This design comes from an exercise in tuning for small area on the open sky130 flow, not from production work. Where RTL was checked, it was by simulation tests only, not by an equivalence proof against the original. For run 4, only the layout was checked, not whether the RTL still works.

===== flow/design.v =====
module pid_fa (input a, input b, input c, output s, output co);
    assign s  = a ^ b ^ c;
    assign co = (a & b) | (a & c) | (b & c);
endmodule
module pid_ha (input a, input b, output s, output co);
    assign s  = a ^ b;
    assign co = a & b;
endmodule
module pid(
    input               reset_n,             
    input               clock,               
    input       [11:0]  target_angle,
    input       [11:0]  current_angle,
    input               pwm_enable,
    input               pwm_done,
    input               i2c_rd_done,
    input               angle_update,
    input               abort_angle,
    input               enable_stall_chk,
    output              stalled,
    input       [7:0]   kp,
    input       [3:0]   ki,
    input       [3:0]   kd,
    output      [15:0]  debug_signals,
    output reg          angle_done,
    output reg          pwm_update,
    output reg  [7:0]   pwm_ratio,
    output reg          pwm_direction
);
localparam          IDLE    = 2'b00;
localparam          ACCEL   = 2'b01;
localparam          CRUISE  = 2'b10;
localparam          DECEL   = 2'b11;
reg     [1:0]       state;
reg     [5:0]       curr_step;
reg                 rd_done, i2c_rd_done_ff;
reg     [11:0]      delta_angle;         
reg     [2:0]       seq;                 
reg     [11:0]      diff;                
reg     [12:0]      e;
assign stalled = 1'b0;
assign debug_signals = {7'b0, curr_step, pwm_direction, state};
wire    [11:0]      diff_in;
wire    [12:0]      e_new;
wire                dmin_dir = ~diff[11] | (diff[10:0] == 11'd0);
wire    [11:0]      dmin     = dmin_dir ? diff : (12'd0 - diff);
wire                c = (|kd) & ~e[12] & (|e[11:0]);
wire    [23:13]     x;
    wire ds438;
    wire dc439;
    pid_fa u_ds438 (.a(current_angle[0]), .b(~target_angle[0]), .c(1'b1), .s(ds438), .co(dc439));
    wire ds440;
    wire dc441;
    pid_fa u_ds440 (.a(current_angle[1]), .b(~target_angle[1]), .c(dc439), .s(ds440), .co(dc441));
    wire ds442;
    wire dc443;
    pid_fa u_ds442 (.a(current_angle[2]), .b(~target_angle[2]), .c(dc441), .s(ds442), .co(dc443));
    wire ds444;
    wire dc445;
    pid_fa u_ds444 (.a(current_angle[3]), .b(~target_angle[3]), .c(dc443), .s(ds444), .co(dc445));
    wire ds446;
    wire dc447;
    pid_fa u_ds446 (.a(current_angle[4]), .b(~target_angle[4]), .c(dc445), .s(ds446), .co(dc447));
    wire ds448;
    wire dc449;
    pid_fa u_ds448 (.a(current_angle[5]), .b(~target_angle[5]), .c(dc447), .s(ds448), .co(dc449));
    wire ds450;
    wire dc451;
    pid_fa u_ds450 (.a(current_angle[6]), .b(~target_angle[6]), .c(dc449), .s(ds450), .co(dc451));
    wire ds452;
    wire dc453;
    pid_fa u_ds452 (.a(current_angle[7]), .b(~target_angle[7]), .c(dc451), .s(ds452), .co(dc453));
    wire ds454;
    wire dc455;
    pid_fa u_ds454 (.a(current_angle[8]), .b(~target_angle[8]), .c(dc453), .s(ds454), .co(dc455));
    wire ds456;
    wire dc457;
    pid_fa u_ds456 (.a(current_angle[9]), .b(~target_angle[9]), .c(dc455), .s(ds456), .co(dc457));
    wire ds458;
    wire dc459;
    pid_fa u_ds458 (.a(current_angle[10]), .b(~target_angle[10]), .c(dc457), .s(ds458), .co(dc459));
    wire ds460;
    wire dc461;
    pid_fa u_ds460 (.a(current_angle[11]), .b(~target_angle[11]), .c(dc459), .s(ds460), .co(dc461));
    assign diff_in = {ds460, ds458, ds456, ds454, ds452, ds450, ds448, ds446, ds444, ds442, ds440, ds438};
    wire fs462;
    wire fc463;
    pid_fa u_fs462 (.a(~dmin[0]), .b(delta_angle[0]), .c(1'b0), .s(fs462), .co(fc463));
    wire fs464;
    wire fc465;
    pid_fa u_fs464 (.a(~dmin[1]), .b(delta_angle[1]), .c(fc463), .s(fs464), .co(fc465));
    wire fs466;
    wire fc467;
    pid_fa u_fs466 (.a(~dmin[2]), .b(delta_angle[2]), .c(fc465), .s(fs466), .co(fc467));
    wire fs468;
    wire fc469;
    pid_fa u_fs468 (.a(~dmin[3]), .b(delta_angle[3]), .c(fc467), .s(fs468), .co(fc469));
    wire fs470;
    wire fc471;
    pid_fa u_fs470 (.a(~dmin[4]), .b(delta_angle[4]), .c(fc469), .s(fs470), .co(fc471));
    wire fs472;
    wire fc473;
    pid_fa u_fs472 (.a(~dmin[5]), .b(delta_angle[5]), .c(fc471), .s(fs472), .co(fc473));
    wire fs474;
    wire fc475;
    pid_fa u_fs474 (.a(~dmin[6]), .b(delta_angle[6]), .c(fc473), .s(fs474), .co(fc475));
    wire fs476;
    wire fc477;
    pid_fa u_fs476 (.a(~dmin[7]), .b(delta_angle[7]), .c(fc475), .s(fs476), .co(fc477));
    wire fs478;
    wire fc479;
    pid_fa u_fs478 (.a(~dmin[8]), .b(delta_angle[8]), .c(fc477), .s(fs478), .co(fc479));
    wire fs480;
    wire fc481;
    pid_fa u_fs480 (.a(~dmin[9]), .b(delta_angle[9]), .c(fc479), .s(fs480), .co(fc481));
    wire fs482;
    wire fc483;
    pid_fa u_fs482 (.a(~dmin[10]), .b(delta_angle[10]), .c(fc481), .s(fs482), .co(fc483));
    wire fs484;
    wire fc485;
    pid_fa u_fs484 (.a(~dmin[11]), .b(delta_angle[11]), .c(fc483), .s(fs484), .co(fc485));
    assign e_new = {fc485, ~fs484, ~fs482, ~fs480, ~fs478, ~fs476, ~fs474, ~fs472, ~fs470, ~fs468, ~fs466, ~fs464, ~fs462};
    wire p1;
    assign p1 = ~(kp[0] & delta_angle[0]);
    wire p2;
    assign p2 = ~(kp[0] & delta_angle[1]);
    wire p3;
    assign p3 = ~(kp[0] & delta_angle[2]);
    wire p4;
    assign p4 = ~(kp[0] & delta_angle[3]);
    wire p5;
    assign p5 = ~(kp[0] & delta_angle[4]);
    wire p6;
    assign p6 = ~(kp[0] & delta_angle[5]);
    wire p7;
    assign p7 = ~(kp[0] & delta_angle[6]);
    wire p8;
    assign p8 = ~(kp[0] & delta_angle[7]);
    wire p9;
    assign p9 = ~(kp[0] & delta_angle[8]);
    wire p10;
    assign p10 = ~(kp[0] & delta_angle[9]);
    wire p11;
    assign p11 = ~(kp[0] & delta_angle[10]);
    wire p12;
    assign p12 = ~(kp[0] & delta_angle[11]);
    wire p13;
    assign p13 = ~(kp[1] & delta_angle[0]);
    wire p14;
    assign p14 = ~(kp[1] & delta_angle[1]);
    wire p15;
    assign p15 = ~(kp[1] & delta_angle[2]);
    wire p16;
    assign p16 = ~(kp[1] & delta_angle[3]);
    wire p17;
    assign p17 = ~(kp[1] & delta_angle[4]);
    wire p18;
    assign p18 = ~(kp[1] & delta_angle[5]);
    wire p19;
    assign p19 = ~(kp[1] & delta_angle[6]);
    wire p20;
    assign p20 = ~(kp[1] & delta_angle[7]);
    wire p21;
    assign p21 = ~(kp[1] & delta_angle[8]);
    wire p22;
    assign p22 = ~(kp[1] & delta_angle[9]);
    wire p23;
    assign p23 = ~(kp[1] & delta_angle[10]);
    wire p24;
    assign p24 = ~(kp[1] & delta_angle[11]);
    wire p25;
    assign p25 = ~(kp[2] & delta_angle[0]);
    wire p26;
    assign p26 = ~(kp[2] & delta_angle[1]);
    wire p27;
    assign p27 = ~(kp[2] & delta_angle[2]);
    wire p28;
    assign p28 = ~(kp[2] & delta_angle[3]);
    wire p29;
    assign p29 = ~(kp[2] & delta_angle[4]);
    wire p30;
    assign p30 = ~(kp[2] & delta_angle[5]);
    wire p31;
    assign p31 = ~(kp[2] & delta_angle[6]);
    wire p32;
    assign p32 = ~(kp[2] & delta_angle[7]);
    wire p33;
    assign p33 = ~(kp[2] & delta_angle[8]);
    wire p34;
    assign p34 = ~(kp[2] & delta_angle[9]);
    wire p35;
    assign p35 = ~(kp[2] & delta_angle[10]);
    wire p36;
    assign p36 = ~(kp[2] & delta_angle[11]);
    wire p37;
    assign p37 = ~(kp[3] & delta_angle[0]);
    wire p38;
    assign p38 = ~(kp[3] & delta_angle[1]);
    wire p39;
    assign p39 = ~(kp[3] & delta_angle[2]);
    wire p40;
    assign p40 = ~(kp[3] & delta_angle[3]);
    wire p41;
    assign p41 = ~(kp[3] & delta_angle[4]);
    wire p42;
    assign p42 = ~(kp[3] & delta_angle[5]);
    wire p43;
    assign p43 = ~(kp[3] & delta_angle[6]);
    wire p44;
    assign p44 = ~(kp[3] & delta_angle[7]);
    wire p45;
    assign p45 = ~(kp[3] & delta_angle[8]);
    wire p46;
    assign p46 = ~(kp[3] & delta_angle[9]);
    wire p47;
    assign p47 = ~(kp[3] & delta_angle[10]);
    wire p48;
    assign p48 = ~(kp[3] & delta_angle[11]);
    wire p49;
    assign p49 = ~(kp[4] & delta_angle[0]);
    wire p50;
    assign p50 = ~(kp[4] & delta_angle[1]);
    wire p51;
    assign p51 = ~(kp[4] & delta_angle[2]);
    wire p52;
    assign p52 = ~(kp[4] & delta_angle[3]);
    wire p53;
    assign p53 = ~(kp[4] & delta_angle[4]);
    wire p54;
    assign p54 = ~(kp[4] & delta_angle[5]);
    wire p55;
    assign p55 = ~(kp[4] & delta_angle[6]);
    wire p56;
    assign p56 = ~(kp[4] & delta_angle[7]);
    wire p57;
    assign p57 = ~(kp[4] & delta_angle[8]);
    wire p58;
    assign p58 = ~(kp[4] & delta_angle[9]);
    wire p59;
    assign p59 = ~(kp[4] & delta_angle[10]);
    wire p60;
    assign p60 = ~(kp[4] & delta_angle[11]);
    wire p61;
    assign p61 = ~(kp[5] & delta_angle[0]);
    wire p62;
    assign p62 = ~(kp[5] & delta_angle[1]);
    wire p63;
    assign p63 = ~(kp[5] & delta_angle[2]);
    wire p64;
    assign p64 = ~(kp[5] & delta_angle[3]);
    wire p65;
    assign p65 = ~(kp[5] & delta_angle[4]);
    wire p66;
    assign p66 = ~(kp[5] & delta_angle[5]);
    wire p67;
    assign p67 = ~(kp[5] & delta_angle[6]);
    wire p68;
    assign p68 = ~(kp[5] & delta_angle[7]);
    wire p69;
    assign p69 = ~(kp[5] & delta_angle[8]);
    wire p70;
    assign p70 = ~(kp[5] & delta_angle[9]);
    wire p71;
    assign p71 = ~(kp[5] & delta_angle[10]);
    wire p72;
    assign p72 = ~(kp[5] & delta_angle[11]);
    wire p73;
    assign p73 = ~(kp[6] & delta_angle[0]);
    wire p74;
    assign p74 = ~(kp[6] & delta_angle[1]);
    wire p75;
    assign p75 = ~(kp[6] & delta_angle[2]);
    wire p76;
    assign p76 = ~(kp[6] & delta_angle[3]);
    wire p77;
    assign p77 = ~(kp[6] & delta_angle[4]);
    wire p78;
    assign p78 = ~(kp[6] & delta_angle[5]);
    wire p79;
    assign p79 = ~(kp[6] & delta_angle[6]);
    wire p80;
    assign p80 = ~(kp[6] & delta_angle[7]);
    wire p81;
    assign p81 = ~(kp[6] & delta_angle[8]);
    wire p82;
    assign p82 = ~(kp[6] & delta_angle[9]);
    wire p83;
    assign p83 = ~(kp[6] & delta_angle[10]);
    wire p84;
    assign p84 = ~(kp[6] & delta_angle[11]);
    wire p85;
    assign p85 = ~(kp[7] & delta_angle[0]);
    wire p86;
    assign p86 = ~(kp[7] & delta_angle[1]);
    wire p87;
    assign p87 = ~(kp[7] & delta_angle[2]);
    wire p88;
    assign p88 = ~(kp[7] & delta_angle[3]);
    wire p89;
    assign p89 = ~(kp[7] & delta_angle[4]);
    wire p90;
    assign p90 = ~(kp[7] & delta_angle[5]);
    wire p91;
    assign p91 = ~(kp[7] & delta_angle[6]);
    wire p92;
    assign p92 = ~(kp[7] & delta_angle[7]);
    wire p93;
    assign p93 = ~(kp[7] & delta_angle[8]);
    wire p94;
    assign p94 = ~(kp[7] & delta_angle[9]);
    wire p95;
    assign p95 = ~(kp[7] & delta_angle[10]);
    wire p96;
    assign p96 = ~(kp[7] & delta_angle[11]);
    wire q97;
    assign q97 = ~(kd[0] & e[0]);
    wire q98;
    assign q98 = ~(kd[0] & e[1]);
    wire q99;
    assign q99 = ~(kd[0] & e[2]);
    wire q100;
    assign q100 = ~(kd[0] & e[3]);
    wire q101;
    assign q101 = ~(kd[0] & e[4]);
    wire q102;
    assign q102 = ~(kd[0] & e[5]);
    wire q103;
    assign q103 = ~(kd[0] & e[6]);
    wire q104;
    assign q104 = ~(kd[0] & e[7]);
    wire q105;
    assign q105 = ~(kd[0] & e[8]);
    wire q106;
    assign q106 = ~(kd[0] & e[9]);
    wire q107;
    assign q107 = ~(kd[0] & e[10]);
    wire q108;
    assign q108 = ~(kd[0] & e[11]);
    wire q109;
    assign q109 = kd[0] & e[12];
    wire q110;
    assign q110 = ~(kd[1] & e[0]);
    wire q111;
    assign q111 = ~(kd[1] & e[1]);
    wire q112;
    assign q112 = ~(kd[1] & e[2]);
    wire q113;
    assign q113 = ~(kd[1] & e[3]);
    wire q114;
    assign q114 = ~(kd[1] & e[4]);
    wire q115;
    assign q115 = ~(kd[1] & e[5]);
    wire q116;
    assign q116 = ~(kd[1] & e[6]);
    wire q117;
    assign q117 = ~(kd[1] & e[7]);
    wire q118;
    assign q118 = ~(kd[1] & e[8]);
    wire q119;
    assign q119 = ~(kd[1] & e[9]);
    wire q120;
    assign q120 = ~(kd[1] & e[10]);
    wire q121;
    assign q121 = ~(kd[1] & e[11]);
    wire q122;
    assign q122 = kd[1] & e[12];
    wire q123;
    assign q123 = ~(kd[2] & e[0]);
    wire q124;
    assign q124 = ~(kd[2] & e[1]);
    wire q125;
    assign q125 = ~(kd[2] & e[2]);
    wire q126;
    assign q126 = ~(kd[2] & e[3]);
    wire q127;
    assign q127 = ~(kd[2] & e[4]);
    wire q128;
    assign q128 = ~(kd[2] & e[5]);
    wire q129;
    assign q129 = ~(kd[2] & e[6]);
    wire q130;
    assign q130 = ~(kd[2] & e[7]);
    wire q131;
    assign q131 = ~(kd[2] & e[8]);
    wire q132;
    assign q132 = ~(kd[2] & e[9]);
    wire q133;
    assign q133 = ~(kd[2] & e[10]);
    wire q134;
    assign q134 = ~(kd[2] & e[11]);
    wire q135;
    assign q135 = kd[2] & e[12];
    wire q136;
    assign q136 = ~(kd[3] & e[0]);
    wire q137;
    assign q137 = ~(kd[3] & e[1]);
    wire q138;
    assign q138 = ~(kd[3] & e[2]);
    wire q139;
    assign q139 = ~(kd[3] & e[3]);
    wire q140;
    assign q140 = ~(kd[3] & e[4]);
    wire q141;
    assign q141 = ~(kd[3] & e[5]);
    wire q142;
    assign q142 = ~(kd[3] & e[6]);
    wire q143;
    assign q143 = ~(kd[3] & e[7]);
    wire q144;
    assign q144 = ~(kd[3] & e[8]);
    wire q145;
    assign q145 = ~(kd[3] & e[9]);
    wire q146;
    assign q146 = ~(kd[3] & e[10]);
    wire q147;
    assign q147 = ~(kd[3] & e[11]);
    wire q148;
    assign q148 = kd[3] & e[12];
    wire s149;
    wire k150;
    pid_ha u_s149 (.a(q97), .b(c), .s(s149), .co(k150));
    wire s151;
    wire k152;
    pid_ha u_s151 (.a(q98), .b(q110), .s(s151), .co(k152));
    wire s153;
    wire k154;
    pid_ha u_s153 (.a(q99), .b(q111), .s(s153), .co(k154));
    wire s155;
    wire k156;
    pid_fa u_s155 (.a(q123), .b(k152), .c(s153), .s(s155), .co(k156));
    wire s157;
    wire k158;
    pid_ha u_s157 (.a(q100), .b(q112), .s(s157), .co(k158));
    wire s159;
    wire k160;
    pid_fa u_s159 (.a(q124), .b(q136), .c(k154), .s(s159), .co(k160));
    wire s161;
    wire k162;
    pid_fa u_s161 (.a(s157), .b(k156), .c(s159), .s(s161), .co(k162));
    wire s163;
    wire k164;
    pid_ha u_s163 (.a(p1), .b(q101), .s(s163), .co(k164));
    wire s165;
    wire k166;
    pid_fa u_s165 (.a(q113), .b(q125), .c(q137), .s(s165), .co(k166));
    wire s167;
    wire k168;
    pid_fa u_s167 (.a(k158), .b(s163), .c(s165), .s(s167), .co(k168));
    wire s169;
    wire k170;
    pid_fa u_s169 (.a(k160), .b(s167), .c(k162), .s(s169), .co(k170));
    wire s171;
    wire k172;
    pid_ha u_s171 (.a(p2), .b(p13), .s(s171), .co(k172));
    wire s173;
    wire k174;
    pid_fa u_s173 (.a(q102), .b(q114), .c(q126), .s(s173), .co(k174));
    wire s175;
    wire k176;
    pid_fa u_s175 (.a(q138), .b(k164), .c(s171), .s(s175), .co(k176));
    wire s177;
    wire k178;
    pid_fa u_s177 (.a(k166), .b(s173), .c(s175), .s(s177), .co(k178));
    wire s179;
    wire k180;
    pid_fa u_s179 (.a(k168), .b(s177), .c(k170), .s(s179), .co(k180));
    wire s181;
    wire k182;
    pid_ha u_s181 (.a(p3), .b(p14), .s(s181), .co(k182));
    wire s183;
    wire k184;
    pid_fa u_s183 (.a(p25), .b(q103), .c(q115), .s(s183), .co(k184));
    wire s185;
    wire k186;
    pid_fa u_s185 (.a(q127), .b(q139), .c(k172), .s(s185), .co(k186));
    wire s187;
    wire k188;
    pid_fa u_s187 (.a(s181), .b(k174), .c(s183), .s(s187), .co(k188));
    wire s189;
    wire k190;
    pid_fa u_s189 (.a(k176), .b(s185), .c(s187), .s(s189), .co(k190));
    wire s191;
    wire k192;
    pid_fa u_s191 (.a(k178), .b(s189), .c(k180), .s(s191), .co(k192));
    wire s193;
    wire k194;
    pid_ha u_s193 (.a(p4), .b(p15), .s(s193), .co(k194));
    wire s195;
    wire k196;
    pid_fa u_s195 (.a(p26), .b(p37), .c(q104), .s(s195), .co(k196));
    wire s197;
    wire k198;
    pid_fa u_s197 (.a(q116), .b(q128), .c(q140), .s(s197), .co(k198));
    wire s199;
    wire k200;
    pid_fa u_s199 (.a(k182), .b(s193), .c(k184), .s(s199), .co(k200));
    wire s201;
    wire k202;
    pid_fa u_s201 (.a(s195), .b(s197), .c(k186), .s(s201), .co(k202));
    wire s203;
    wire k204;
    pid_fa u_s203 (.a(k188), .b(s199), .c(s201), .s(s203), .co(k204));
    wire s205;
    wire k206;
    pid_fa u_s205 (.a(k190), .b(s203), .c(k192), .s(s205), .co(k206));
    wire s207;
    wire k208;
    pid_ha u_s207 (.a(p5), .b(p16), .s(s207), .co(k208));
    wire s209;
    wire k210;
    pid_fa u_s209 (.a(p27), .b(p38), .c(p49), .s(s209), .co(k210));
    wire s211;
    wire k212;
    pid_fa u_s211 (.a(q105), .b(q117), .c(q129), .s(s211), .co(k212));
    wire s213;
    wire k214;
    pid_fa u_s213 (.a(q141), .b(k194), .c(s207), .s(s213), .co(k214));
    wire s215;
    wire k216;
    pid_fa u_s215 (.a(k196), .b(k198), .c(s209), .s(s215), .co(k216));
    wire s217;
    wire k218;
    pid_fa u_s217 (.a(s211), .b(s213), .c(k200), .s(s217), .co(k218));
    wire s219;
    wire k220;
    pid_fa u_s219 (.a(s215), .b(k202), .c(s217), .s(s219), .co(k220));
    wire s221;
    wire k222;
    pid_fa u_s221 (.a(k204), .b(s219), .c(k206), .s(s221), .co(k222));
    wire s223;
    wire k224;
    pid_ha u_s223 (.a(p6), .b(p17), .s(s223), .co(k224));
    wire s225;
    wire k226;
    pid_fa u_s225 (.a(p28), .b(p39), .c(p50), .s(s225), .co(k226));
    wire s227;
    wire k228;
    pid_fa u_s227 (.a(p61), .b(q106), .c(q118), .s(s227), .co(k228));
    wire s229;
    wire k230;
    pid_fa u_s229 (.a(q130), .b(q142), .c(k208), .s(s229), .co(k230));
    wire s231;
    wire k232;
    pid_fa u_s231 (.a(s223), .b(k210), .c(k212), .s(s231), .co(k232));
    wire s233;
    wire k234;
    pid_fa u_s233 (.a(s225), .b(s227), .c(k214), .s(s233), .co(k234));
    wire s235;
    wire k236;
    pid_fa u_s235 (.a(s229), .b(k216), .c(s231), .s(s235), .co(k236));
    wire s237;
    wire k238;
    pid_fa u_s237 (.a(s233), .b(k218), .c(s235), .s(s237), .co(k238));
    wire s239;
    wire k240;
    pid_fa u_s239 (.a(k220), .b(s237), .c(k222), .s(s239), .co(k240));
    wire s241;
    wire k242;
    pid_ha u_s241 (.a(p7), .b(p18), .s(s241), .co(k242));
    wire s243;
    wire k244;
    pid_fa u_s243 (.a(p29), .b(p40), .c(p51), .s(s243), .co(k244));
    wire s245;
    wire k246;
    pid_fa u_s245 (.a(p62), .b(p73), .c(q107), .s(s245), .co(k246));
    wire s247;
    wire k248;
    pid_fa u_s247 (.a(q119), .b(q131), .c(q143), .s(s247), .co(k248));
    wire s249;
    wire k250;
    pid_fa u_s249 (.a(k224), .b(s241), .c(k226), .s(s249), .co(k250));
    wire s251;
    wire k252;
    pid_fa u_s251 (.a(k228), .b(s243), .c(s245), .s(s251), .co(k252));
    wire s253;
    wire k254;
    pid_fa u_s253 (.a(s247), .b(k230), .c(k232), .s(s253), .co(k254));
    wire s255;
    wire k256;
    pid_fa u_s255 (.a(s249), .b(s251), .c(k234), .s(s255), .co(k256));
    wire s257;
    wire k258;
    pid_fa u_s257 (.a(k236), .b(s253), .c(s255), .s(s257), .co(k258));
    wire s259;
    wire k260;
    pid_fa u_s259 (.a(k238), .b(s257), .c(k240), .s(s259), .co(k260));
    wire s261;
    wire k262;
    pid_ha u_s261 (.a(p8), .b(p19), .s(s261), .co(k262));
    wire s263;
    wire k264;
    pid_fa u_s263 (.a(p30), .b(p41), .c(p52), .s(s263), .co(k264));
    wire s265;
    wire k266;
    pid_fa u_s265 (.a(p63), .b(p74), .c(p85), .s(s265), .co(k266));
    wire s267;
    wire k268;
    pid_fa u_s267 (.a(q108), .b(q120), .c(q132), .s(s267), .co(k268));
    wire s269;
    wire k270;
    pid_fa u_s269 (.a(q144), .b(k242), .c(s261), .s(s269), .co(k270));
    wire s271;
    wire k272;
    pid_fa u_s271 (.a(k244), .b(k246), .c(k248), .s(s271), .co(k272));
    wire s273;
    wire k274;
    pid_fa u_s273 (.a(s263), .b(s265), .c(s267), .s(s273), .co(k274));
    wire s275;
    wire k276;
    pid_fa u_s275 (.a(s269), .b(k250), .c(k252), .s(s275), .co(k276));
    wire s277;
    wire k278;
    pid_fa u_s277 (.a(s271), .b(s273), .c(k254), .s(s277), .co(k278));
    wire s279;
    wire k280;
    pid_fa u_s279 (.a(s275), .b(k256), .c(s277), .s(s279), .co(k280));
    wire s281;
    wire k282;
    pid_fa u_s281 (.a(k258), .b(s279), .c(k260), .s(s281), .co(k282));
    wire s283;
    wire k284;
    pid_fa u_s283 (.a(p9), .b(p20), .c(p31), .s(s283), .co(k284));
    wire s285;
    wire k286;
    pid_fa u_s285 (.a(p42), .b(p53), .c(p64), .s(s285), .co(k286));
    wire s287;
    wire k288;
    pid_fa u_s287 (.a(p75), .b(p86), .c(q109), .s(s287), .co(k288));
    wire s289;
    wire k290;
    pid_fa u_s289 (.a(q121), .b(q133), .c(q145), .s(s289), .co(k290));
    wire s291;
    wire k292;
    pid_fa u_s291 (.a(k262), .b(k264), .c(k266), .s(s291), .co(k292));
    wire s293;
    wire k294;
    pid_fa u_s293 (.a(k268), .b(s283), .c(s285), .s(s293), .co(k294));
    wire s295;
    wire k296;
    pid_fa u_s295 (.a(s287), .b(s289), .c(k270), .s(s295), .co(k296));
    wire s297;
    wire k298;
    pid_fa u_s297 (.a(k272), .b(k274), .c(s291), .s(s297), .co(k298));
    wire s299;
    wire k300;
    pid_fa u_s299 (.a(s293), .b(s295), .c(k276), .s(s299), .co(k300));
    wire s301;
    wire k302;
    pid_fa u_s301 (.a(s297), .b(k278), .c(s299), .s(s301), .co(k302));
    wire s303;
    wire k304;
    pid_fa u_s303 (.a(k280), .b(s301), .c(k282), .s(s303), .co(k304));
    wire s305;
    wire k306;
    pid_fa u_s305 (.a(p10), .b(p21), .c(p32), .s(s305), .co(k306));
    wire s307;
    wire k308;
    pid_fa u_s307 (.a(p43), .b(p54), .c(p65), .s(s307), .co(k308));
    wire s309;
    wire k310;
    pid_fa u_s309 (.a(p76), .b(p87), .c(q122), .s(s309), .co(k310));
    wire s311;
    wire k312;
    pid_fa u_s311 (.a(q134), .b(q146), .c(k284), .s(s311), .co(k312));
    wire s313;
    wire k314;
    pid_fa u_s313 (.a(k286), .b(k288), .c(k290), .s(s313), .co(k314));
    wire s315;
    wire k316;
    pid_fa u_s315 (.a(s305), .b(s307), .c(s309), .s(s315), .co(k316));
    wire s317;
    wire k318;
    pid_fa u_s317 (.a(k292), .b(k294), .c(s311), .s(s317), .co(k318));
    wire s319;
    wire k320;
    pid_fa u_s319 (.a(s313), .b(s315), .c(k296), .s(s319), .co(k320));
    wire s321;
    wire k322;
    pid_fa u_s321 (.a(k298), .b(s317), .c(s319), .s(s321), .co(k322));
    wire s323;
    wire k324;
    pid_fa u_s323 (.a(k300), .b(s321), .c(k302), .s(s323), .co(k324));
    wire s325;
    wire k326;
    pid_fa u_s325 (.a(p11), .b(p22), .c(p33), .s(s325), .co(k326));
    wire s327;
    wire k328;
    pid_fa u_s327 (.a(p44), .b(p55), .c(p66), .s(s327), .co(k328));
    wire s329;
    wire k330;
    pid_fa u_s329 (.a(p77), .b(p88), .c(q135), .s(s329), .co(k330));
    wire s331;
    wire k332;
    pid_fa u_s331 (.a(q147), .b(k306), .c(k308), .s(s331), .co(k332));
    wire s333;
    wire k334;
    pid_fa u_s333 (.a(k310), .b(s325), .c(s327), .s(s333), .co(k334));
    wire s335;
    wire k336;
    pid_fa u_s335 (.a(s329), .b(k312), .c(k314), .s(s335), .co(k336));
    wire s337;
    wire k338;
    pid_fa u_s337 (.a(k316), .b(s331), .c(s333), .s(s337), .co(k338));
    wire s339;
    wire k340;
    pid_fa u_s339 (.a(k318), .b(s335), .c(s337), .s(s339), .co(k340));
    wire s341;
    wire k342;
    pid_fa u_s341 (.a(k320), .b(s339), .c(k322), .s(s341), .co(k342));
    wire s343;
    wire k344;
    pid_fa u_s343 (.a(p12), .b(p23), .c(p34), .s(s343), .co(k344));
    wire s345;
    wire k346;
    pid_fa u_s345 (.a(p45), .b(p56), .c(p67), .s(s345), .co(k346));
    wire s347;
    wire k348;
    pid_fa u_s347 (.a(p78), .b(p89), .c(q148), .s(s347), .co(k348));
    wire s349;
    wire k350;
    pid_fa u_s349 (.a(k326), .b(k328), .c(k330), .s(s349), .co(k350));
    wire s351;
    wire k352;
    pid_fa u_s351 (.a(s343), .b(s345), .c(s347), .s(s351), .co(k352));
    wire s353;
    wire k354;
    pid_fa u_s353 (.a(k332), .b(k334), .c(s349), .s(s353), .co(k354));
    wire s355;
    wire k356;
    pid_fa u_s355 (.a(s351), .b(k336), .c(k338), .s(s355), .co(k356));
    wire s357;
    wire k358;
    pid_fa u_s357 (.a(s353), .b(k340), .c(s355), .s(s357), .co(k358));
    wire s359;
    wire k360;
    pid_ha u_s359 (.a(p24), .b(p35), .s(s359), .co(k360));
    wire s361;
    wire k362;
    pid_fa u_s361 (.a(p46), .b(p57), .c(p68), .s(s361), .co(k362));
    wire s363;
    wire k364;
    pid_fa u_s363 (.a(p79), .b(p90), .c(s359), .s(s363), .co(k364));
    wire s365;
    wire k366;
    pid_fa u_s365 (.a(k344), .b(k346), .c(k348), .s(s365), .co(k366));
    wire s367;
    wire k368;
    pid_fa u_s367 (.a(s361), .b(s363), .c(k350), .s(s367), .co(k368));
    wire s369;
    wire k370;
    pid_fa u_s369 (.a(k352), .b(s365), .c(k354), .s(s369), .co(k370));
    wire s371;
    wire k372;
    pid_fa u_s371 (.a(s367), .b(s369), .c(k356), .s(s371), .co(k372));
    wire s373;
    wire k374;
    pid_ha u_s373 (.a(p36), .b(p47), .s(s373), .co(k374));
    wire s375;
    wire k376;
    pid_fa u_s375 (.a(p58), .b(p69), .c(p80), .s(s375), .co(k376));
    wire s377;
    wire k378;
    pid_fa u_s377 (.a(p91), .b(k360), .c(s373), .s(s377), .co(k378));
    wire s379;
    wire k380;
    pid_fa u_s379 (.a(k362), .b(s375), .c(k364), .s(s379), .co(k380));
    wire s381;
    wire k382;
    pid_fa u_s381 (.a(s377), .b(k366), .c(s379), .s(s381), .co(k382));
    wire s383;
    wire k384;
    pid_fa u_s383 (.a(k368), .b(s381), .c(k370), .s(s383), .co(k384));
    wire s385;
    wire k386;
    pid_ha u_s385 (.a(p48), .b(p59), .s(s385), .co(k386));
    wire s387;
    wire k388;
    pid_fa u_s387 (.a(p70), .b(p81), .c(p92), .s(s387), .co(k388));
    wire s389;
    wire k390;
    pid_fa u_s389 (.a(k374), .b(s385), .c(k376), .s(s389), .co(k390));
    wire s391;
    wire k392;
    pid_fa u_s391 (.a(s387), .b(k378), .c(s389), .s(s391), .co(k392));
    wire s393;
    wire k394;
    pid_fa u_s393 (.a(k380), .b(s391), .c(k382), .s(s393), .co(k394));
    wire s395;
    wire k396;
    pid_ha u_s395 (.a(p60), .b(p71), .s(s395), .co(k396));
    wire s397;
    wire k398;
    pid_fa u_s397 (.a(p82), .b(p93), .c(k386), .s(s397), .co(k398));
    wire s399;
    wire k400;
    pid_fa u_s399 (.a(s395), .b(k388), .c(s397), .s(s399), .co(k400));
    wire s401;
    wire k402;
    pid_fa u_s401 (.a(k390), .b(s399), .c(k392), .s(s401), .co(k402));
    wire s403;
    wire k404;
    pid_ha u_s403 (.a(p72), .b(p83), .s(s403), .co(k404));
    wire s405;
    wire k406;
    pid_fa u_s405 (.a(p94), .b(k396), .c(s403), .s(s405), .co(k406));
    wire s407;
    wire k408;
    pid_fa u_s407 (.a(k398), .b(s405), .c(k400), .s(s407), .co(k408));
    wire s409;
    wire k410;
    pid_ha u_s409 (.a(p84), .b(p95), .s(s409), .co(k410));
    wire s411;
    wire k412;
    pid_fa u_s411 (.a(k404), .b(s409), .c(k406), .s(s411), .co(k412));
    wire s413;
    wire k414;
    pid_ha u_s413 (.a(p96), .b(k410), .s(s413), .co(k414));
    wire y415;
    assign y415 = 1'b0;
    wire y416;
    assign y416 = (~k150 & ~s151) | (y415 & (~k150 | ~s151));
    wire y417;
    assign y417 = ~s155 & y416;
    wire y418;
    assign y418 = ~s161 & y417;
    wire y419;
    assign y419 = ~s169 & y418;
    wire y420;
    assign y420 = ~s179 & y419;
    wire y421;
    assign y421 = ~s191 & y420;
    wire y422;
    assign y422 = ~s205 & y421;
    wire y423;
    assign y423 = ~s221 & y422;
    wire y424;
    assign y424 = ~s239 & y423;
    wire y425;
    assign y425 = ~s259 & y424;
    wire y426;
    assign y426 = ~s281 & y425;
    wire y427;
    assign y427 = ~s303 & y426;
    assign x[13] = ~k304 ^ ~s323 ^ y427;
    wire y428;
    assign y428 = (~k304 & ~s323) | (y427 & (~k304 | ~s323));
    assign x[14] = ~k324 ^ ~s341 ^ y428;
    wire y429;
    assign y429 = (~k324 & ~s341) | (y428 & (~k324 | ~s341));
    assign x[15] = ~k342 ^ ~s357 ^ y429;
    wire y430;
    assign y430 = (~k342 & ~s357) | (y429 & (~k342 | ~s357));
    assign x[16] = ~k358 ^ ~s371 ^ y430;
    wire y431;
    assign y431 = (~k358 & ~s371) | (y430 & (~k358 | ~s371));
    assign x[17] = ~k372 ^ ~s383 ^ y431;
    wire y432;
    assign y432 = (~k372 & ~s383) | (y431 & (~k372 | ~s383));
    assign x[18] = ~k384 ^ ~s393 ^ y432;
    wire y433;
    assign y433 = (~k384 & ~s393) | (y432 & (~k384 | ~s393));
    assign x[19] = ~k394 ^ ~s401 ^ y433;
    wire y434;
    assign y434 = (~k394 & ~s401) | (y433 & (~k394 | ~s401));
    assign x[20] = ~k402 ^ ~s407 ^ y434;
    wire y435;
    assign y435 = (~k402 & ~s407) | (y434 & (~k402 | ~s407));
    assign x[21] = ~k408 ^ ~s411 ^ y435;
    wire y436;
    assign y436 = (~k408 & ~s411) | (y435 & (~k408 | ~s411));
    assign x[22] = ~k412 ^ ~s413 ^ y436;
    wire y437;
    assign y437 = (~k412 & ~s413) | (y436 & (~k412 | ~s413));
    assign x[23] = 1'b1 ^ ~k414 ^ y437;
wire    [7:0]       r5  = x[20:13];
wire    [7:0]       r6  = x[21:14];
wire    [7:0]       r7  = x[22:15];
wire    [7:0]       r8  = {x[23] ^ c, x[22:16]};
always @(posedge clock) begin
    if(seq == 3'd1)
        diff <= diff_in;
end
always @(negedge reset_n or posedge clock) begin
    if(~reset_n) begin
        angle_done          <= 1'b0;
        pwm_update          <= 1'b0;
        e                   <= 13'b0;
        rd_done             <= 1'b0;
        i2c_rd_done_ff      <= 1'b0;
        state               <= IDLE;
        curr_step           <= 6'b0;
        pwm_ratio           <= 8'b0;
        seq                 <= 3'd0;
        delta_angle         <= 12'b0;
        pwm_direction       <= 1'b0;
    end
    else begin
        i2c_rd_done_ff  <= i2c_rd_done;
        rd_done         <= !i2c_rd_done_ff & i2c_rd_done;
        if(seq != 3'd0 || rd_done)
            seq <= seq + 3'd1;
        if(seq == 3'd6) begin
            delta_angle   <= dmin;
            pwm_direction <= dmin_dir;
            e             <= e_new;
        end
        else if(rd_done)
            e             <= 13'b0;
        case (state)
            IDLE: begin
                if(angle_update) begin
                    state       <= ACCEL;
                    angle_done  <= 1'b0;
                end
                pwm_update  <= 1'b0;
                curr_step   <= 6'b0;
                pwm_ratio   <= 8'b0;
            end
            ACCEL: begin
                if(~pwm_enable)
                    state <= IDLE;
                pwm_update  <= 1'b1;
                if(rd_done) begin
                    if(curr_step < 6'd3)        pwm_ratio <= r8;
                    else if(curr_step < 6'd5)   pwm_ratio <= r7;
                    else if(curr_step < 6'd7)   pwm_ratio <= r6;
                    else                        pwm_ratio <= r5;
                    if(curr_step != 6'b111111)
                        curr_step <= curr_step + 6'b1;
                    else
                        state <= CRUISE;
                end
            end
            CRUISE: begin
                if(~pwm_enable)
                    state <= IDLE;
                if(delta_angle < 12'd40)
                    state <= DECEL;
                pwm_ratio <= r5;
            end
            DECEL: begin
                if(~pwm_enable)
                    state <= IDLE;
                if(delta_angle > 12'd30)
                    pwm_ratio   <= r6;
                else if(delta_angle > 12'd20)
                    pwm_ratio   <= r7;
                else if(delta_angle > 12'd10) begin
                    state       <= IDLE;
                    angle_done  <= 1'b1;
                    pwm_ratio   <= r6;
                end
                else
                    pwm_ratio   <= r5;
            end
        endcase
    end
end
endmodule

===== flow/config.mk =====
export PLATFORM = sky130hd
export DESIGN_NAME = pid
export DESIGN_NICKNAME = pid
export VERILOG_FILES = /design/flow/design.v
export SDC_FILE = /design/flow/constraint.sdc
export NUM_CORES = 4
export LEC_CHECK = 0
export CAP_MARGIN = 20
export CORE_MARGIN = 2
export CORE_UTILIZATION = 40
export SLEW_MARGIN = 20
export SYNTH_HIERARCHICAL = 1

===== flow/constraint.sdc =====
create_clock -name core_clock -period 12.0 [get_ports {clock}]
set_input_delay 2.4000 -clock core_clock [delete_from_list [all_inputs] [get_ports {clock}]]
set_output_delay 2.4000 -clock core_clock [all_outputs]
set_load 0.01 [all_outputs]

===== flow/run.sh =====
#!/bin/bash
# synth_recipe.tcl (not shown) runs the flow's synth.tcl, then flattens the netlist and writes it again
# the make line also repeats each setting of config.mk as NAME=value (left out here)
make -C /OpenROAD-flow-scripts/flow DESIGN_CONFIG=/design/flow/config.mk WORK_HOME=/design/flow/orfs CLKGATE_MAP_FILE= SYNTH_SCRIPT=/design/flow/synth_recipe.tcl finish

==> impl_metrics.tcl, run 1 <==
set metrics [dict create \
    die_area_mm2 0.0201 \
    drc 0 \
    crit_start "kd[0]" \
    ys_ff_latch 61 \
    critPathTopFamily "adder cells" \
    path_max_fanout 4 \
    yosysTopAreaCell "fa_1" \
    clk_latency_ps 340 \
    cts_buffers 9 \
    hold_depth 1 \
    fill_cells 1768 \
    fmax_mhz 86.4 \
    placementRows 50 \
    nNetsFinal 1032 \
    timing.critical_path.to "pwm_ratio[6]$_DFFE_PN0P_" \
    first_pass_iters 7 \
    syn_area_per_cell_um2 9.98 \
    hold_class "reg -> reg" \
    status "timing/DRC/antenna clean" \
    syn_inst 759 \
    r2r_start "e[2]$_DFFE_PN0P_" \
    post-synth-top-count-cell "nand2_1" \
    drive_gt1_frac 0.0883 \
    synth_cell_types 63 \
    area_growth_syn_to_layout_pct 15.9 \
    rr_endpoint "pwm_ratio[6]$_DFFE_PN0P_" \
    root_buffer "clkbuf_16" \
    num_vias 5808 \
    cpMaxStageDelayCell "fa_1" \
    report.final.slew_viol_count 0 \
    rrSetupSlack_ps 2170 \
    yosysWarnings 7 \
    drv_cap 0 \
    register_area_mm2 0.00159 \
    ant_nets 0 \
    synth_area_leaders "fa_1 (39%), dfrtp_1 (16%), nand2_1 (8.7%), edfxtp_1 (4.8%), ha_1 (4.3%)" \
    ys.flop_type "dfrtp_1" \
    worst-endpoint-required_ps 12190 \
    worst-path-stages 35 \
    initial_utilization 0.406 \
    worstMarginPinSlew_ps 954 \
    min_from "i2c_rd_done_ff$_DFF_PN0_" \
    end_kind "flip-flop" \
    grt_use_total 0.200 \
    num_antenna_cells 0 \
    io_buffers 60 \
    detailed_place_hpwl_um 15000 \
    max_stage_delay_ps 450 \
    finalSetupTns_ps 0 \
    multi_input_comb_area_mm2 0.00565 \
    first_iter_violations 437 \
    final_hold_viol_count 0 \
    rsz0062_at_grt "false" \
    cp.buffers_inverters 6 \
    synth-async-reset-ratio 0.803 \
    min_period_ps 11580 \
    timing.final.crit_share 0.965 \
    maxSlewHeadroom 0.363 \
    antenna_found_initial 0 \
    grt_pass1_vias 5849 \
    grt_first_pass_wirelength_um 31100 \
    clock_sinks 61 \
    grt_max_degree 52 \
    yosysSeqAreaShare 0.209 \
    totalWireLength_um 19200 \
    die_x_um 142 \
    cts_tree "yes" \
    vias_per_cell 5.54 \
    worstSetupStartpointType "input port" \
    core_mm2 0.0186 \
    avgRoutedWirePerCell_um 18.3 \
    cts_buffer_depth 2 \
    netlist.area_leader.share 0.391 \
    die_h_um 142 \
    worstPathArrival_ps 11760 \
    setup.worst_path.class "in -> reg" \
    place.gp.congestion 0.861 \
    clk_pin_slew_ps 60 \
    fin_skew_ps 7.87 \
    htreeDepth 3 \
    num_io_pins 76 \
    ff2ff_path_depth 34 \
    yosys-top-cells-count "nand2_1 (175), fa_1 (148), o21ai_0 (58), dfrtp_1 (49), nor2_1 (37)" \
    overflow 0 \
    synth_edf_count 12 \
    cts_setup_buffers 0 \
    cpMostUsedCell "fa_1" \
    finalSetupViolCount 0 \
    synth_area_mm2 0.00758 \
]
## cell usage in the layout (no fill, tap or decap), types with 3 or more instances in the layout
master and count:
nand2_1 175, clkdlybuf4s50_1 52, ha_1 26, a211oi_1 6, nand3_1 21, buf_4 26, dfrtp_1 49, conb_1 10
a31oi_1 5, o31ai_1 5, fa_2 9, o311ai_0 12, nor2b_1 8, or3_1 4, nand2b_1 3, xnor2_1 5
nor3_1 4, clkdlybuf4s15_2 3, edfxtp_1 12, or2_2 3, nor2_1 37, o21ai_0 58, clkbuf_16 9, xor2_1 6
a311oi_1 7, o22ai_1 3, a21oi_1 14, fa_1 139, o21ai_1 3, mux2i_1 5, nor4_1 6, inv_1 36
a21o_1 3, and2_1 4
## metrics by stage
stage | hold slack (ps) | instance area, µm² | instances | worst slack [ps] | utilization
finish | 392 | 8780 | 1049 | 424 | 0.471
global route | 426 | 8780 | 1049 | 22.1 | 0.471
CTS | 397 | 8760 | 1049 | 4.28 | 0.470
detailed placement | 389 | 8430 | 1033 | -870 | 0.452
global placement | 381 | 8430 | 1033 | -806 | 0.452
floorplan | 378 | 7610 | 767 | 9.31 | -
## modules after synthesis, one instance, submodules excluded
module  cells inside  flops+latches  area (µm²)  copies in the design
pid              602             61        4580                     1
pid_fa             1              0        20.0                   138
pid_ha             1              0        12.5                    19
## cell type report
type                    instances  share of cell area
repair buffers                 86              0.0899
clock inverters                 6             0.00998
inverters                      37              0.0158
well taps                     234              0.0334
flip-flops and latches         61               0.181
clock buffers                  10              0.0261
multi-input cells             615               0.644
## registers in the layout, indices dropped and copies added, names as in the netlist
name / count
state: 2
pwm_update: 1
i2c_rd_done_ff: 1
e: 13
seq: 3
rd_done: 1
diff: 12
pwm_ratio: 8
curr_step: 6
delta_angle: 12
angle_done: 1
pwm_direction: 1
## layer usage
layer  up-vias  track usage  share of wire
li1       2620            -              -
met1      2929        0.281           0.44
met2       236        0.319           0.47
met3        23       0.0415          0.069
met4         0       0.0489          0.017
met5         -            0              0
## timing repair
action                                  CTS  global route
hold buffers                              0             0
endpoints found under the setup margin    3             3
pin swaps                                 2             2
resized for setup                        19             8
## kinds of logic (layout without fill, tap and decap cells)
kind of cell / Yosys count / count (layout) / share of synthesized area
adders and majority gates: 174 / 174 / 0.434
AOI/OAI and AO/OA: 136 / 136 / 0.122
DFF: 61 / 61 / 0.209
muxes: 7 / 7 / 0.0101
xor gates and xnor gates: 11 / 11 / 0.0127
buffers and inverters: 91 / 139 / 0.0528
and+or+nand+nor: 277 / 277 / 0.158
other: 2 / 10 / 0.000991
## worst min path at each step
stage	to
6_report	rd_done$_DFF_PN0_
5_1_grt	rd_done$_DFF_PN0_
4_1_cts	rd_done$_DFF_PN0_
3_5_place_dp	rd_done$_DFF_PN0_
3_3_place_gp	rd_done$_DFF_PN0_
2_1_floorplan	rd_done$_DFF_PN0_
==> inputs of run 2 (changes only) <==
--- a/flow/design.v
+++ b/flow/design.v
@@ -48,7 +48,8 @@
 wire    [23:13]     x;
     wire ds438;
     wire dc439;
-    pid_fa u_ds438 (.a(current_angle[0]), .b(~target_angle[0]), .c(1'b1), .s(ds438), .co(dc439));
+    assign ds438 = current_angle[0] ^ target_angle[0];
+    assign dc439 = current_angle[0] | ~target_angle[0];
     wire ds440;
     wire dc441;
     pid_fa u_ds440 (.a(current_angle[1]), .b(~target_angle[1]), .c(dc439), .s(ds440), .co(dc441));
@@ -85,7 +86,8 @@
     assign diff_in = {ds460, ds458, ds456, ds454, ds452, ds450, ds448, ds446, ds444, ds442, ds440, ds438};
     wire fs462;
     wire fc463;
-    pid_fa u_fs462 (.a(~dmin[0]), .b(delta_angle[0]), .c(1'b0), .s(fs462), .co(fc463));
+    assign fs462 = ~dmin[0] ^ delta_angle[0];
+    assign fc463 = ~dmin[0] & delta_angle[0];
     wire fs464;
     wire fc465;
     pid_fa u_fs464 (.a(~dmin[1]), .b(delta_angle[1]), .c(fc463), .s(fs464), .co(fc465));
--- a/flow/config.mk
+++ b/flow/config.mk
@@ -8,5 +8,6 @@
 export CAP_MARGIN = 20
 export CORE_MARGIN = 2
 export CORE_UTILIZATION = 40
+export CTS_BUF_LIST = sky130_fd_sc_hd__clkbuf_4
 export SLEW_MARGIN = 20
 export SYNTH_HIERARCHICAL = 1
==> run 2 against run 1 <==
Worst hold slack improved by 12 ps. Setup slack got worse by 81 ps. Final cell count fell by 4.1%. Routed wire length fell by 4.9%. Die area fell by 2.3%. Flip-flop and latch count did not move. Still clean on timing, DRC and antenna. Clock-buffer cell count fell by 1. First-iteration DRC count fell by 8.0%. Critical path type unchanged. Critical endpoint is now pwm_ratio[7]$_DFFE_PN0P_.
==> impl_metrics.tcl, run 2 <==
set metrics [dict create \
    grt_use_total 0.196 \
    dp_cells 989 \
    synth_area_leaders "fa_1 (40%), dfrtp_1 (17%), nand2_1 (9.1%), edfxtp_1 (4.9%), ha_1 (4.7%)" \
    synth-async-reset-ratio 0.803 \
    post-synth-top-count-cell "nand2_1" \
    yosysWarnings 7 \
    cts_hold_buf 0 \
    min_from "i2c_rd_done_ff$_DFF_PN0_" \
    area_growth_syn_to_layout_pct 13.7 \
    grt_util_met3 0.0393 \
    clk_latency_ps 460 \
    totalWireLength_um 18200 \
    finalSetupViolCount 0 \
    fin_cells 1006 \
    rrSetupSlack_ps 1990 \
    synth_area_mm2 0.00740 \
    ant_nets 0 \
    maxSlewHeadroom 0.313 \
    cts_tree "yes" \
    io_buffers 60 \
    detailed_place_hpwl_um 14400 \
    path_max_fanout 3 \
    overflow 0 \
    worstSetupStartpointType "input port" \
    ys_ff_latch 61 \
    synth_cell_types 55 \
    netlist.area_leader.share 0.395 \
    die_area_mm2 0.0196 \
    worstMarginPinSlew_ps 1020 \
    min_period_ps 11660 \
    critPathTopFamily "adder cells" \
    layout_commonest_cell "nand2_1" \
    hold_class "reg -> reg" \
    reg_top3 "e (13), delta_angle (12), diff (12)" \
    hold_depth 1 \
    synth_edf_count 12 \
    die_h_um 140 \
    core_mm2 0.0180 \
    initial_utilization 0.410 \
    final_cell_mix "nand2_1 (179), fa_1 (140), clkdlybuf4s50_1 (55), dfrtp_1 (49), o21ai_0 (41)" \
    top_register "e" \
    max_stage_delay_ps 520 \
    crit_start "kp[0]" \
    num_vias 5540 \
    drive_gt1_frac 0.0722 \
    place.gp.congestion 0.903 \
    syn_inst 729 \
    fin_skew_ps 16.5 \
    status "timing/DRC/antenna clean" \
    htreeDepth 3 \
    busiest_layer "met2" \
    clk_pin_slew_ps 110 \
    clock_sinks 61 \
    r2r_start "delta_angle[0]$_DFFE_PN0P_" \
    cpMostUsedCell "fa_1" \
    holdPathEnd "rd_done$_DFF_PN0_" \
    worst-endpoint-required_ps 12330 \
    drv_cap 0 \
    placementRows 49 \
    cp.buffers_inverters 5 \
    met1_usage 0.263 \
    ys.flop_type "dfrtp_1" \
    largest_register_ffs 13 \
    rsz0062_at_grt "false" \
    antenna_found_initial 1 \
    grt_use_met2 0.331 \
    grt_max_degree 52 \
    fill_cells 1708 \
    timing.final.crit_share 0.971 \
    num_io_pins 76 \
    yosys-top-cells-count "nand2_1 (179), fa_1 (146), dfrtp_1 (49), o21ai_0 (41), clkbuf_1 (38)" \
    grt_first_pass_wirelength_um 30600 \
    avgRoutedWirePerCell_um 18.1 \
    cts_buffers 9 \
    first_pass_iters 5 \
    report.final.slew_viol_count 0 \
    ff2ff_path_depth 31 \
    drc 0 \
    yosysSeqAreaShare 0.214 \
    nNetsFinal 993 \
    cts_setup_buffers 0 \
    yosysTopAreaCell "fa_1" \
    grt_pass1_vias 6009 \
    worstPathArrival_ps 11980 \
    final_core_util 0.466 \
    vias_per_cell 5.51 \
    cpMaxStageDelayCell "clkdlybuf4s50_1" \
    rr_endpoint "pwm_ratio[7]$_DFFE_PN0P_" \
    syn_area_per_cell_um2 10.1 \
    die_x_um 140 \
    first_iter_violations 402 \
    setup.worst_path.class "in -> reg" \
    final_hold_viol_count 0 \
    end_kind "flip-flop" \
    cts_buffer_depth 2 \
    root_buffer "clkbuf_4" \
    fmax_mhz 85.8 \
]
run 2: cell types whose count changed after synthesis, moves of 7 or more:
cell,delta
nor2_1,-18
o21ai_0,-17
nand3b_1,+12
o311ai_0,-12
a21oi_1,+7
nand3_1,-7
o32ai_1,+7
run 2: cells by family after synthesis:
family	Yosys count	synth area share
mux	8	0.0112
flops	61	0.214
xor+xnor	14	0.0166
fa+ha+maj	174	0.442
other cells	1	0.000507
buf+inv	92	0.0543
compound gates	117	0.105
simple gates	262	0.156
run 2: per-layer routing:
layer	wire, µm	part of all wire
met1	7630	0.42
met2	9080	0.50
met3	1330	0.073
met4	177	0.0097
met5	0	0
run 2: Yosys stat by module, one instance, submodules excluded:
module	cell area, µm²	copies in the design	cells inside	flops+latches
pid_ha	12.5	19	1	0
pid	4440	1	574	61
pid_fa	20.0	136	1	0
run 2: cell type report:
class                      count  area, µm²  share of cell area
clock inverter                 7        100              0.0119
antenna                        1       2.50            0.000298
clock buffer                   9       67.6             0.00804
sequential                    61       1590               0.189
multi-input combinational    583       5490               0.653
tap                          229        287              0.0341
timing repair buffer          79        733              0.0872
inverter                      37        139              0.0165
run 2: through the flow:
| step | hold slack, ps | TNS, ps | setup slack, ps | area [µm²] |
|---|---|---|---|---|
| global placement | 387 | -1540 | -626 | 8190 |
| floorplan | 378 | 0 | 158 | 7420 |
| global route | 411 | 0 | 22.2 | 8410 |
| CTS | 412 | 0 | 2.69 | 8360 |
| finish | 404 | 0 | 343 | 8410 |
| detailed placement | 394 | -1810 | -716 | 8190 |
run 2: worst max path at each step:
stage,end,slack (ps),cells after the start
2_1_floorplan,pwm_ratio[7]$_DFFE_PN0P_,160,33
5_1_grt,pwm_ratio[7]$_DFFE_PN0P_,20,32
4_1_cts,pwm_ratio[7]$_DFFE_PN0P_,3,32
6_report,pwm_ratio[7]$_DFFE_PN0P_,340,32
3_5_place_dp,pwm_ratio[7]$_DFFE_PN0P_,-720,33
3_3_place_gp,pwm_ratio[7]$_DFFE_PN0P_,-630,33
run 2: timing repair:
item	4_1_cts	5_1_grt
pin swaps	1	4
setup endpoints to repair	2	3
gates resized for setup	3	15
==> inputs of run 3 (changes only) <==
==> flow/flow/run.sh (new file) <==
#!/bin/bash
set -euo pipefail
bash standard.sh BUFFER_PORTS_ARGS="-buffer_cell sky130_fd_sc_hd__buf_1" finish > flow_make.log 2>&1
==> flow/standard.sh (new file) <==
#!/bin/bash
# synth_recipe.tcl (not shown) runs the flow's synth.tcl, then flattens the netlist and writes it again
# the make line also repeats each setting of config.mk as NAME=value (left out here)
make -C /OpenROAD-flow-scripts/flow DESIGN_CONFIG=/design/flow/config.mk WORK_HOME=/design/flow/orfs CLKGATE_MAP_FILE= SYNTH_SCRIPT=/design/flow/synth_recipe.tcl "${@:-finish}"
removed: flow/run.sh
==> run 3 against run 2 <==
Still clean. Global-route usage down 0.48 points. Register-to-register slack better by 20 ps. Maximum frequency up 0.83%. Via count down 1.9%. Non-clock buffer count up 2. Clock skew up 0.89 ps. Synthesized cell count unchanged. Clock-buffer cell count up 2. Sequential share of layout area up 1.0 points. Cell area down 5.3%. Critical endpoint unchanged.
==> impl_metrics.tcl, run 3 <==
set metrics [dict create \
    status "timing/DRC/antenna clean" \
    cts_setup_buffers 0 \
    final_cell_mix "nand2_1 (179), fa_1 (141), buf_1 (56), dfrtp_1 (49), o21ai_0 (41)" \
    syn_area_per_cell_um2 10.1 \
    drc 0 \
    core_mm2 0.0180 \
    finalSetupViolCount 0 \
    grt_first_pass_wirelength_um 29800 \
    ant_nets 0 \
    layout_commonest_cell "nand2_1" \
    syn_inst 729 \
    cpMostUsedCell "fa_1" \
    grt_max_degree 52 \
    clk_latency_ps 400 \
    yosysTopAreaCell "fa_1" \
    num_antenna_cells 0 \
    num_vias 5433 \
    r2r_start "delta_angle[0]$_DFFE_PN0P_" \
    rr_endpoint "pwm_ratio[7]$_DFFE_PN0P_" \
    register_area_mm2 0.00159 \
    area_growth_syn_to_layout_pct 7.66 \
    place.gp.congestion 0.875 \
    post-synth-top-count-cell "nand2_1" \
    synthXorXnorAreaFrac 0.0166 \
    drv_cap 0 \
    finalSetupTns_ps 0 \
    num_io_pins 76 \
    synth-async-reset-ratio 0.803 \
    final_hold_viol_count 0 \
    grt_pass1_vias 5642 \
    fin_skew_ps 17.4 \
    synth_top_family_by_area "adder cells" \
    cpMaxStageDelayCell "fa_1" \
    cts_buffer_depth 2 \
    timing.critical_path.to "pwm_ratio[7]$_DFFE_PN0P_" \
    multi_input_comb_area_mm2 0.00546 \
    top_register "e" \
    ys_ff_latch 61 \
    netlist.area_leader.share 0.395 \
    max_stage_delay_ps 470 \
    synth_compound_area_frac 0.105 \
    worstMarginPinSlew_ps 947 \
    worstPathArrival_ps 11830 \
    setup_slack_ps 439 \
    reg_top3 "e (13), delta_angle (12), diff (12)" \
    cts_hold_buf 0 \
    synthMuxAreaShare 0.0112 \
    synth_cell_types 55 \
    worstSetupStartpointType "input port" \
    min_period_ps 11560 \
    rsz0062_at_grt "false" \
    synth_area_mm2 0.00740 \
    die_area_mm2 0.0196 \
    initial_utilization 0.410 \
    fmax_mhz 86.5 \
    die_h_um 140 \
    ys.flop_type "dfrtp_1" \
    cts_buffers 9 \
    maxSlewHeadroom 0.368 \
    first_pass_iters 5 \
    grt_use_total 0.191 \
    path_max_fanout 5 \
    synth_area_leaders "fa_1 (40%), dfrtp_1 (17%), nand2_1 (9.1%), edfxtp_1 (4.9%), ha_1 (4.7%)" \
    synth-simple-area-share 0.156 \
    crit_start "kd[1]" \
    report.final.slew_viol_count 0 \
    ff2ff_path_depth 31 \
    yosysWarnings 7 \
    overflow 0 \
    detailed_place_hpwl_um 13900 \
    fill_cells 1774 \
    nNetsFinal 995 \
    synthAdderAreaFrac 0.442 \
    hold_class "reg -> reg" \
    cts_tree "yes" \
    io_buffers 60 \
    drive_gt1_frac 0.0682 \
    die_x_um 140 \
    first_iter_violations 341 \
    setup.worst_path.class "in -> reg" \
    yosysSeqAreaShare 0.214 \
    antenna_found_initial 0 \
    clock_sinks 61 \
    root_buffer "clkbuf_4" \
    worst-endpoint-required_ps 12270 \
    end_kind "flip-flop" \
    final_core_util 0.442 \
    vias_per_cell 5.40 \
    dp_slack_ps -409 \
    rrSetupSlack_ps 2010 \
    totalWireLength_um 17600 \
    synth_edf_count 12 \
    htreeDepth 3 \
    placementRows 49 \
    clk_pin_slew_ps 110 \
    largest_register_ffs 13 \
    avgRoutedWirePerCell_um 17.5 \
    timing.final.crit_share 0.963 \
    yosys-top-cells-count "nand2_1 (179), fa_1 (146), dfrtp_1 (49), o21ai_0 (41), clkbuf_1 (38)" \
]
==> run 3: cell types whose count changed in the layout (fill, tap and decap cells not counted), sizes merged <==
| cell | previous run | this run |
|---|---|---|
| buf | 20 | 77 |
| bufinv | 2 | 0 |
| clkbuf | 11 | 15 |
| clkdlybuf4s50 | 55 | 0 |
| clkinv | 2 | 4 |
| clkinvlp | 3 | 0 |
| diode | 1 | 0 |
| dlymetal6s2s | 2 | 0 |
==> run 3: cell families after synthesis <==
group | Yosys count
flops | 61
mux | 8
xor+xnor | 14
fa+ha+maj | 174
other cells | 1
compound gates | 117
buf+inv | 92
simple gates | 262
==> run 3: layer usage <==
metal	wire, µm	part of all wire	track usage
met2	8830	0.50	0.325
met3	704	0.040	0.0236
met1	7800	0.44	0.266
met4	231	0.013	0.0400
met5	0	0	0
==> run 3: worst min path at each step <==
stage / from / endpoint / slack, ps / cells after the start
3_3_place_gp: i2c_rd_done_ff$_DFF_PN0_ / rd_done$_DFF_PN0_ / 390 / 1
4_1_cts: i2c_rd_done_ff$_DFF_PN0_ / rd_done$_DFF_PN0_ / 410 / 1
6_report: i2c_rd_done_ff$_DFF_PN0_ / rd_done$_DFF_PN0_ / 400 / 1
2_1_floorplan: i2c_rd_done_ff$_DFF_PN0_ / rd_done$_DFF_PN0_ / 380 / 1
5_1_grt: i2c_rd_done_ff$_DFF_PN0_ / rd_done$_DFF_PN0_ / 430 / 1
3_5_place_dp: i2c_rd_done_ff$_DFF_PN0_ / rd_done$_DFF_PN0_ / 390 / 1
==> run 3: repair_timing <==
| item | CTS | global route |
|---|---|---|
| setup endpoints to repair | 0 | 2 |
| endpoints found under the hold margin | 0 | 0 |
| gates resized for setup | 0 | 10 |
==> run 3: metrics by stage <==
step	instance area [µm²]	hold slack [ps]	instances
final	7960	403	1006
after global routing	7960	433	1006
after CTS	7940	407	1006
after detailed placement	7840	389	991
after global placement	7840	388	991
after floorplan	7420	378	736
==> run 3: critical path, delay by kind of cell <==
kind / cells / cell delay [ps]
muxes: 1 / 70
buffers and inverters: 5 / 460
adders and majority gates: 22 / 8190
and+or+nand+nor: 3 / 390
AOI/OAI and AO/OA: 2 / 340
==> run 3: Yosys stat by module, one instance, submodules excluded <==
module / cell area (µm²) / flip-flops and latches
pid: 4440 / 61
pid_fa: 20.0 / 0
pid_ha: 12.5 / 0
==> run 3: area by class of cell <==
| class | count | share of cell area |
|---|---|---|
| Timing Repair Buffer | 81 | 0.0487 |
| Clock buffer | 11 | 0.0104 |
| Multi-Input combinational cell | 583 | 0.686 |
| Tap cell | 229 | 0.0360 |
| Clock inverter | 4 | 0.00220 |
| Sequential cell | 61 | 0.199 |
| Inverter | 37 | 0.0174 |
==> inputs of run 4 (changes only) <==
--- a/flow/design.v
+++ b/flow/design.v
@@ -42,8 +42,14 @@
 assign debug_signals = {7'b0, curr_step, pwm_direction, state};
 wire    [11:0]      diff_in;
 wire    [12:0]      e_new;
-wire                dmin_dir = ~diff[11] | (diff[10:0] == 11'd0);
-wire    [11:0]      dmin     = dmin_dir ? diff : (12'd0 - diff);
+wire    [11:0]      orp;
+assign orp[0] = 1'b0;
+genvar gi;
+generate for (gi = 1; gi < 12; gi = gi + 1) begin : g_orp
+    assign orp[gi] = orp[gi-1] | diff[gi-1];
+end endgenerate
+wire                dmin_dir = ~diff[11] | ~orp[11];
+wire    [11:0]      dmin     = diff ^ (orp & {12{~dmin_dir}});
 wire                c = (|kd) & ~e[12] & (|e[11:0]);
 wire    [23:13]     x;
     wire ds438;
==> run 4 against run 3 <==
Critical endpoint unchanged. Flip-flop and latch count unchanged. Clock-buffer cell count is 1 lower. Core utilization is 0.53 points lower. Synthesized cell count rose by 2.2%. Final cell count rose by 2.1%. Global-route usage rose by 0.97 points. Still clean. Register-to-register slack lost 180 ps. Area after synthesis up 1.7%. Maximum frequency decreased by 0.59%. Worst hold slack barely moved.
==> impl_metrics.tcl, run 4 <==
set metrics [dict create \
    status "timing/DRC/antenna clean" \
    worstPathArrival_ps 11970 \
    drv_cap 0 \
    root_buffer "clkbuf_4" \
    post-synth-top-count-cell "nand2_1" \
    top_register "e" \
    fin_skew_ps 7.96 \
    report.final.slew_viol_count 0 \
    grt_pass1_vias 5811 \
    synth-async-reset-ratio 0.803 \
    avgRoutedWirePerCell_um 18.4 \
    multi_input_comb_area_mm2 0.00562 \
    cts_setup_buffers 0 \
    cts_buffer_depth 2 \
    cts_hold_buf 0 \
    nNetsFinal 1009 \
    maxSlewHeadroom 0.373 \
    setup_slack_ps 369 \
    synth_cell_types 61 \
    drive_gt1_frac 0.0984 \
    min_from "i2c_rd_done_ff$_DFF_PN0_" \
    netlist.area_leader.share 0.388 \
    die_area_mm2 0.0199 \
    num_antenna_cells 0 \
    yosys-top-cells-count "nand2_1 (193), fa_1 (146), dfrtp_1 (49), o21ai_0 (42), clkbuf_1 (36)" \
    initial_utilization 0.405 \
    grt_first_pass_wirelength_um 31100 \
    htreeDepth 3 \
    setup.worst_path.class "in -> reg" \
    io_buffers 60 \
    final_core_util 0.437 \
    drc 0 \
    rsz0062_at_grt "false" \
    worstSetupStartpointType "input port" \
    worstMarginPinSlew_ps 938 \
    fmax_mhz 86.0 \
    yosysTopAreaCell "fa_1" \
    first_iter_violations 324 \
    yosysWarnings 7 \
    cpMostUsedCell "fa_2" \
    syn_area_per_cell_um2 10.1 \
    final_hold_viol_count 0 \
    hold_class "reg -> reg" \
    vias_per_cell 5.43 \
    end_kind "flip-flop" \
    grt_use_total 0.201 \
    crit_start "kd[0]" \
    clock_sinks 61 \
    register_area_mm2 0.00159 \
    area_growth_syn_to_layout_pct 7.80 \
    ant_nets 0 \
    ys_ff_latch 61 \
    reg_top3 "e (13), delta_angle (12), diff (12)" \
    clk_latency_ps 390 \
    cts_tree "yes" \
    totalWireLength_um 18900 \
    max_stage_delay_ps 500 \
    num_vias 5572 \
    syn_inst 745 \
    worst-endpoint-required_ps 12340 \
    first_pass_iters 5 \
    path_max_fanout 4 \
    finalSetupViolCount 0 \
    overflow 0 \
]
==> run 4: cell types whose count changed after synthesis, sizes merged, moves of 7 or more <==
cell / delta
nand2: +15
nand3: -9
inv: -7
nor3: +10
==> run 4: modules after synthesis (local to each module, per instance) <==
module / flops+latches / copies in the design
pid: 61 / 1
pid_ha: 0 / 19
pid_fa: 0 / 136
==> run 4: cell families after synthesis <==
logic type / count (synthesis) / synth area share
buffers and inverters: 87 / 0.0517
multiplexers: 7 / 0.0105
adder cells (fa/ha/maj): 173 / 0.433
flip-flops: 61 / 0.211
AO/OA/AOI/OAI: 113 / 0.104
XOR/XNOR: 14 / 0.0163
AND/OR/NAND/NOR: 289 / 0.173
other: 1 / 0.000498
==> run 4: area by class of cell <==
class	count	area share
Clock buffer	10	0.00925
Clock inverter	6	0.00370
Inverter	30	0.0139
Timing Repair Buffer	82	0.0491
Sequential cell	61	0.196
Tap cell	234	0.0361
Multi-Input combinational cell	604	0.692
==> run 4: per-layer routing <==
metal  track usage  up-vias  wire (µm)
li1              -     2532          -
met1         0.280     2843       8510
met2         0.333      172       9130
met3        0.0282       25        966
met4        0.0537        0        311
met5             0        -          0
==> run 4: what timing repair did <==
action | in CTS | in global routing
resized for setup | 11 | 9
pin swaps | 7 | 7
setup endpoints to repair | 1 | 1
==> run 4: final timing paths <==
path | cells after the start | endpoint | slack, ps
setup reg to reg | 31 | pwm_ratio[7]$_DFFE_PN0P_ | 1830
setup / recovery | 33 | pwm_ratio[7]$_DFFE_PN0P_ | 370
min in group asynchronous | 2 | pwm_update$_DFFE_PN0P_ | 2100
hold reg to reg | 1 | rd_done$_DFF_PN0_ | 400
hold / removal | 1 | rd_done$_DFF_PN0_ | 400
max in group asynchronous | 2 | e[5]$_DFFE_PN0P_ | 9430
==> run 4: per-stage QoR <==
step | setup TNS [ps] | instance area [µm²] | cells
after CTS | 0 | 8090 | 1027
after floorplan | 0 | 7550 | 752
after global routing | 0 | 8110 | 1027
after detailed placement | -1140 | 7960 | 1011
after global placement | -830 | 7960 | 1011
final | 0 | 8110 | 1027
==> run 4: worst reg2reg max path: cells and delay by family (launching register included) <==
| family | cells | cell delay [ps] |
|---|---|---|
| simple gates | 5 | 930 |
| flops | 1 | 710 |
| xor+xnor | 1 | 160 |
| buf+inv | 2 | 130 |
| fa+ha+maj | 21 | 7740 |
| compound gates | 2 | 440 |

[re-timing with driven ports]
How much do the figures lean on ideal ports? The routed layouts below were timed once more, with nothing changed but the port constraints. Step 1: set_driving_cell puts a clkbuf_16 on clock and a buf_2 on each other input, an assumption about the parent block. Step 2, shift: input delay + t, output delay - t, t = (earliest + latest rising clock arrival at the registers) / 2. This alone moves slack from input paths to output paths. Slacks: ideal / step 1 / step 2; pairs: ideal / step 1.
run | t, ns | setup WS [ns] | latest minus earliest clock arrival (ns) | worst slew at a driven data input, ns | pins driven straight from the clock port
run 1 | 0.370 | 0.424 / 0.428 / 0.058 | 0.008 / 0.008 | 0.04 | 1
run 2 | 0.487 | 0.343 / 0.355 / -0.132 | 0.019 / 0.018 | 0.04 | 1
run 3 | 0.421 | 0.439 / 0.437 / 0.016 | 0.018 / 0.018 | 0.03 | 1
run 4 | 0.421 | 0.369 / 0.380 / -0.041 | 0.008 / 0.008 | 0.03 | 1
With both steps, setup timing fails in run 2 and run 4, where it was met with ideal ports. The setup slack of run 2, which loses most, moves by +0.012 ns with the drivers and by -0.475 ns with both steps.
